This design comes from an exercise in tuning for small area on the open sky130 flow, not from production work.
Where RTL was checked, it was by simulation tests only, not by an equivalence proof against the original.
The clock input has no modelled driver; a real chip could not lean on it and would need a root buffer or a full tree.
No activity file was given, so power comes from the tool's default toggle rates.

==> flow/design.v <==
module main (
    input  clk,
    input  rst,
    input  rx,
    output tx,
    output busy
);
    reg        mode;       
    reg  [4:0] cnt;        
    reg  [3:0] k;          
    reg        txr;        
    reg  [1:0] ph;         
    reg        pend;       
    reg  [7:0] r;          
    reg  [7:0] f0 [0:3];   
    reg  [7:0] f1 [0:3];
    reg  [7:0] f2 [0:3];
    reg  [7:0] f3 [0:3];   
    assign tx   = txr;
    assign busy = mode;
    wire last   = (k == 4'd15);
    wire c19    = (cnt == 5'd19);
    wire sample = !mode && cnt[0] && cnt != 5'd1 && !c19;
    wire commit = !mode && c19 && rx;
    wire shreq  = mode ? (cnt == 5'd18) : ((commit && !last) || pend);
    wire shift  = shreq && ph == 2'd0;
    wire [7:0] a_op = ph[1] ? f1[0] : f3[0];      
    wire [7:0] b_op = {f3[2][7], f1[2][6], f3[2][5], f1[2][4],
                       f3[2][3], f1[2][2], f3[2][1], f1[2][0]};
    wire       bj   = !cnt[4] && !cnt[3] && b_op[cnt[2:0]];
    wire [8:0] sum  = {1'b0, r} + (bj ? {1'b0, a_op} : 9'd0);
    wire       bitend = !ph[0];                   
    wire       dstep  = mode && bitend && !cnt[4];    
    integer m;
    always @(posedge clk) begin
        if (sample) r <= {rx, r[7:1]};
        else if (mode && c19) r <= 8'd0;
        else if (dstep) r <= sum[8:1];
        for (m = 0; m < 4; m = m + 1) begin
            f0[m] <= shift ? (m == 3 ? r : f3[m+1]) : f3[m];
            f1[m] <= f0[m];
            f2[m] <= f1[m];
            f3[m] <= f2[m];
        end
    end
    always @(posedge clk or posedge rst) begin
        if (rst) begin
            ph   <= 2'd0;
            pend <= 1'b0;
        end else begin
            ph   <= shift ? 2'd0 : ph + 2'd1;
            pend <= !mode && ((commit && !last) || pend) && !shift;
        end
    end
    always @(posedge clk or posedge rst) begin
        if (rst) begin
            mode <= 1'b0;
            cnt  <= 5'd0;
            k    <= 4'd0;
            txr  <= 1'b1;
        end else if (!mode) begin
            if ((cnt == 5'd0 && rx) || (cnt == 5'd1 && rx) || c19)
                cnt <= 5'd0;                        
            else
                cnt <= cnt + 5'd1;
            if (commit) begin
                k <= k + 4'd1;
                if (last) begin
                    mode <= 1'b1;                   
                    cnt  <= 5'd18;
                    k    <= 4'd8;                   
                end
            end
        end else begin
            if (c19) begin
                cnt <= 5'd0;                        
                txr <= 1'b0;
            end else if (cnt == 5'd18 ? shift : bitend) begin
                cnt <= cnt + 5'd1;
            end
            if (dstep) txr <= sum[0];
            if (bitend && cnt == 5'd16) txr <= 1'b1;    
            if (bitend && cnt == 5'd17) begin
                k <= k + 4'd1;                      
                if (last) begin
                    mode <= 1'b0;
                    cnt  <= 5'd0;
                end
            end
        end
    end
endmodule
==> flow/config.mk <==
export PLATFORM = sky130hd
export DESIGN_NAME = main
export DESIGN_NICKNAME = main
export VERILOG_FILES = /design/flow/design.v
export SDC_FILE = /design/flow/constraint.sdc
export NUM_CORES = 4
export LEC_CHECK = 0
export CAP_MARGIN = 20
export CORE_MARGIN = 2
export CORE_UTILIZATION = 65
export GPL_TIMING_DRIVEN = 0
export SLEW_MARGIN = 20
==> flow/constraint.sdc <==
create_clock -name core_clock -period 6.0 [get_ports {clk}]
set_input_delay 1.2000 -clock core_clock [delete_from_list [all_inputs] [get_ports {clk}]]
set_output_delay 1.2000 -clock core_clock [all_outputs]
set_load 0.01 [all_outputs]
standard.sh (not shown) runs the stock make flow with config.mk's settings and CLKGATE_MAP_FILE= SYNTH_SCRIPT=/design/flow/synth_recipe.tcl, a recipe that flattens the netlist after the stock synthesis.
==> flow/flow/run.sh <==
#!/bin/bash
# Layout flow: the standard synthesis; its combinational logic mapped again
# for area (register cells kept as the standard synthesis made them, same
# names and cells); then the standard layout steps, with a hand-built clock
# tree, small port buffers and no oversized repair buffers.
set -euo pipefail
W=$(pwd)
R=$W/orfs/results/$FLOW_PLATFORM/main/base
LIB=$FLOW_HOME/platforms/$FLOW_PLATFORM/lib/sky130_fd_sc_hd__tt_025C_1v80.lib

bash standard.sh synth > $W/synth.log 2>&1

cp $R/1_2_yosys.v $W/synth_standard.v
DU=$(sed -n '/DONT_USE_CELLS += /,/^#/p' $FLOW_HOME/platforms/$FLOW_PLATFORM/config.mk \
     | grep -oE "sky130_fd_sc_hd__[a-z0-9_]+" | sed 's/^/-dont_use /' | tr '\n' ' ')
sed -e "s#@LIB@#$LIB#g" -e "s#@DU@#$DU#g" -e "s#@IN@#$W/synth_standard.v#g" \
    -e "s#@OUT@#$W/synth_remap.v#g" -e "s#@STAT@#$W/remap_stat.txt#g" \
    flow/remap.ys > $W/remap_run.ys
yosys -s $W/remap_run.ys > $W/remap.log 2>&1
cp $W/synth_remap.v $R/1_2_yosys.v

export PRE_CTS_TCL=$W/flow/cts_pre.tcl
export PRE_FLOORPLAN_TCL=$W/flow/dont_use.tcl
export PRE_GLOBAL_PLACE_TCL=$W/flow/dont_use.tcl
export PRE_RESIZE_TCL=$W/flow/dont_use.tcl
export PRE_GLOBAL_ROUTE_TCL=$W/flow/dont_use.tcl
export BUFFER_PORTS_ARGS="-buffer_cell sky130_fd_sc_hd__buf_1"
bash standard.sh > $W/layout.log 2>&1
Other scripts of this flow, unchanged in this note and not shown: flow/flow/cts_pre.tcl, flow/flow/dont_use.tcl, flow/flow/mcts.tcl, flow/flow/remap.ys
Then changed:
--- a/flow/design.v
+++ b/flow/design.v
@@ -23,12 +23,11 @@
     wire sample = !mode && cnt[0] && cnt != 5'd1 && !c19;
     wire commit = !mode && c19 && rx;
     wire shreq  = mode ? (cnt == 5'd18) : ((commit && !last) || pend);
     wire shift  = shreq && ph == 2'd0;
     wire [7:0] a_op = ph[1] ? f1[0] : f3[0];      
-    wire [7:0] b_op = {f3[2][7], f1[2][6], f3[2][5], f1[2][4],
-                       f3[2][3], f1[2][2], f3[2][1], f1[2][0]};
+    wire [7:0] b_op = ph[1] ? f1[2] : f3[2];      
     wire       bj   = !cnt[4] && !cnt[3] && b_op[cnt[2:0]];
     wire [8:0] sum  = {1'b0, r} + (bj ? {1'b0, a_op} : 9'd0);
     wire       bitend = !ph[0];                   
     wire       dstep  = mode && bitend && !cnt[4];    
     integer m;
After rerunning:
- The new run completed with no timing, DRC or antenna violations
- worst hold slack barely changes
- die area came out higher by 0.84%
- flip-flop and latch count does not change
- final cell count came out higher by 2.9%
- global-route usage came out higher by 1.2 points
- utilization came out lower by 1.9 points
- sequential power hardly moves
- clock skew is about the same
In every run of this note, the design's own scripts or RTL, not TritonCTS, make the clock network.

== purple ==
main, a different RTL version from the one above (not shown whole).
For scale: about 340 cells after synthesis, about 5 I/O pins, about 4700 um^2 of cells after synthesis.
==> module main, before the edit <==
module main (
    input  clk,
    input  rst,
    input  rx,
    output tx,
    output busy
);
    localparam [4:0] WSHIFT = 5'd31;   
    localparam [4:0] WSTART = 5'd30;   
    reg        mode;       
    reg  [4:0] cnt;        
    reg  [3:0] k;          
    reg        txr;        
    reg  [7:0] acc;        
    reg  [1:0] ph;         
    reg        pend;       
    reg  [7:0] r;          
    reg  [7:0] f0 [0:3];   
    reg  [7:0] f1 [0:3];
    reg  [7:0] f2 [0:3];
    reg  [7:0] f3 [0:3];   
    assign tx   = txr;
    assign busy = mode;
    wire last   = (k == 4'd15);
    wire sample = !mode && cnt[0] && cnt != 5'd1 && cnt != 5'd19;
    wire commit = !mode && cnt == 5'd19 && rx;
    wire shreq  = mode ? (cnt == WSHIFT) : ((commit && !last) || pend);
    wire shift  = shreq && ph == 2'd0;
    wire [7:0] a_op = ph[1] ? f1[0] : f3[0];      
    wire [7:0] b_op = ph[1] ? f1[2] : f3[2];      
    wire       bj   = mode && !cnt[4] && !cnt[3] && b_op[cnt[2:0]];
    wire [8:0] sum  = {1'b0, acc} + (bj ? {1'b0, a_op} : 9'd0);
    wire       bitend = !ph[0];                   
    integer m;
    always @(posedge clk) begin
        if (sample) r <= {rx, r[7:1]};
        if (bitend) acc <= bj ? sum[8:1] : {1'b0, acc[7:1]};
        for (m = 0; m < 4; m = m + 1) begin
            f0[m] <= shift ? (m == 3 ? r : f3[m+1]) : f3[m];
            f1[m] <= f0[m];
            f2[m] <= f1[m];
            f3[m] <= f2[m];
        end
    end
    always @(posedge clk or posedge rst) begin
        if (rst) begin
            ph   <= 2'd0;
            pend <= 1'b0;
        end else begin
            ph   <= shift ? 2'd0 : ph + 2'd1;
            pend <= !mode && ((commit && !last) || pend) && !shift;
        end
    end
    always @(posedge clk or posedge rst) begin
        if (rst) begin
            mode <= 1'b0;
            cnt  <= 5'd0;
            k    <= 4'd0;
            txr  <= 1'b1;
        end else if (!mode) begin
            if (cnt == 5'd0) begin
                if (!rx) cnt <= 5'd1;
            end else if ((cnt == 5'd1 && rx) || cnt == 5'd19) begin
                cnt <= 5'd0;                        
                if (commit) begin
                    k <= k + 4'd1;
                    if (last) begin
                        mode <= 1'b1;               
                        cnt  <= WSHIFT;
                    end
                end
            end else begin
                cnt <= cnt + 5'd1;
            end
        end else if (cnt == WSHIFT) begin
            if (shift) cnt <= WSTART;
        end else if (cnt == WSTART) begin
            cnt <= 5'd0;                            
            txr <= 1'b0;
        end else if (bitend) begin
            cnt <= cnt + 5'd1;
            if (!cnt[4]) begin
                txr <= sum[0];
            end else if (!cnt[0]) begin
                txr <= 1'b1;                        
            end else begin
                k   <= k + 4'd1;
                cnt <= WSHIFT;                      
                if (k == 4'd7) begin
                    k    <= 4'd0;
                    mode <= 1'b0;
                    cnt  <= 5'd0;
                end
            end
        end
    end
endmodule
Settings: LEC_CHECK=0, CAP_MARGIN=20, CORE_MARGIN=2, CORE_UTILIZATION=65, GPL_TIMING_DRIVEN=0, SLEW_MARGIN=20; clock period 6.0 ns.
Scripts as last shown in full above: flow/flow/run.sh
Other scripts of this flow, unchanged in this note and not shown: flow/flow/cts_pre.tcl, flow/flow/dont_use.tcl, flow/flow/mcts.tcl, flow/flow/remap.ys
## Diff of input files: orange against purple
--- a/flow/design.v
+++ b/flow/design.v
@@ -12,5 +12,4 @@
     reg  [3:0] k;          
     reg        txr;        
-    reg  [7:0] acc;        
     reg  [1:0] ph;         
     reg        pend;       
@@ -30,10 +29,15 @@
     wire [7:0] b_op = ph[1] ? f1[2] : f3[2];      
     wire       bj   = mode && !cnt[4] && !cnt[3] && b_op[cnt[2:0]];
-    wire [8:0] sum  = {1'b0, acc} + (bj ? {1'b0, a_op} : 9'd0);
+    wire [8:0] sum  = {1'b0, r} + (bj ? {1'b0, a_op} : 9'd0);
     wire       bitend = !ph[0];                   
     integer m;
     always @(posedge clk) begin
-        if (sample) r <= {rx, r[7:1]};
-        if (bitend) acc <= bj ? sum[8:1] : {1'b0, acc[7:1]};
+        if (!mode) begin
+            if (sample) r <= {rx, r[7:1]};
+        end else if (cnt == WSTART) begin
+            r <= 8'd0;
+        end else if (bitend && !cnt[4]) begin
+            r <= sum[8:1];
+        end
         for (m = 0; m < 4; m = m + 1) begin
             f0[m] <= shift ? (m == 3 ? r : f3[m+1]) : f3[m];
Results
The lower period utilization of orange and purple is in purple.
Comparing orange and purple, the higher synthesis-to-layout area growth was measured on purple.
Compared with purple, in orange total routed wirelength climbed 9.2%; initial core utilization climbed 0.98 points; gate count of the mapped netlist climbed 19.
acc[7] as the endpoint of the most critical setup path was reported by purple, and r[6] by orange.
What purple reported for maximum number of pins on one net before global-route repair has to be multiplied by 1.09 to get the figure for orange.
Area: orange vs purple -> orange smaller
On overall power of the completed layout, the lower figure sits with orange, not purple.
orange gives more overall routing resource usage than purple did.
Function not checked in purple: the RTL went through the layout flow alone. No run of this note takes its clock network from TritonCTS; it comes from the design's own scripts or RTL.

-- port drivers added, routing unchanged --
How much do the figures lean on ideal ports? The routed layouts below were timed once more, with nothing changed but the port constraints. Step 1, drivers: a clkbuf_16 drives clk and a buf_2 each remaining input, both assumed. Step 2, shift: input delay + t, output delay - t, t = (earliest + latest rising clock arrival at the registers) / 2. This alone moves slack from input paths to output paths. Slacks: ideal ports / drivers / drivers and shift; pairs: ideal ports / drivers.
run | t (ns) | setup slack, ns | worst setup path at the end | clock arrival spread, ns | pins driven straight from the clock port
the first run of note 1 | 0.436 | 1.672 / 1.672 / 1.672 | register to register | 0.021 / 0.020 | 1
the second run of note 1 | 0.435 | 1.248 / 1.248 / 1.248 | register to register | 0.018 / 0.018 | 1
purple | 0.450 | 1.821 / 1.821 / 1.821 | register to register | 0.019 / 0.019 | 1
orange | 0.430 | 1.076 / 1.076 / 1.076 | register to register | 0.021 / 0.021 | 1
After both steps every run listed still meets setup and hold.
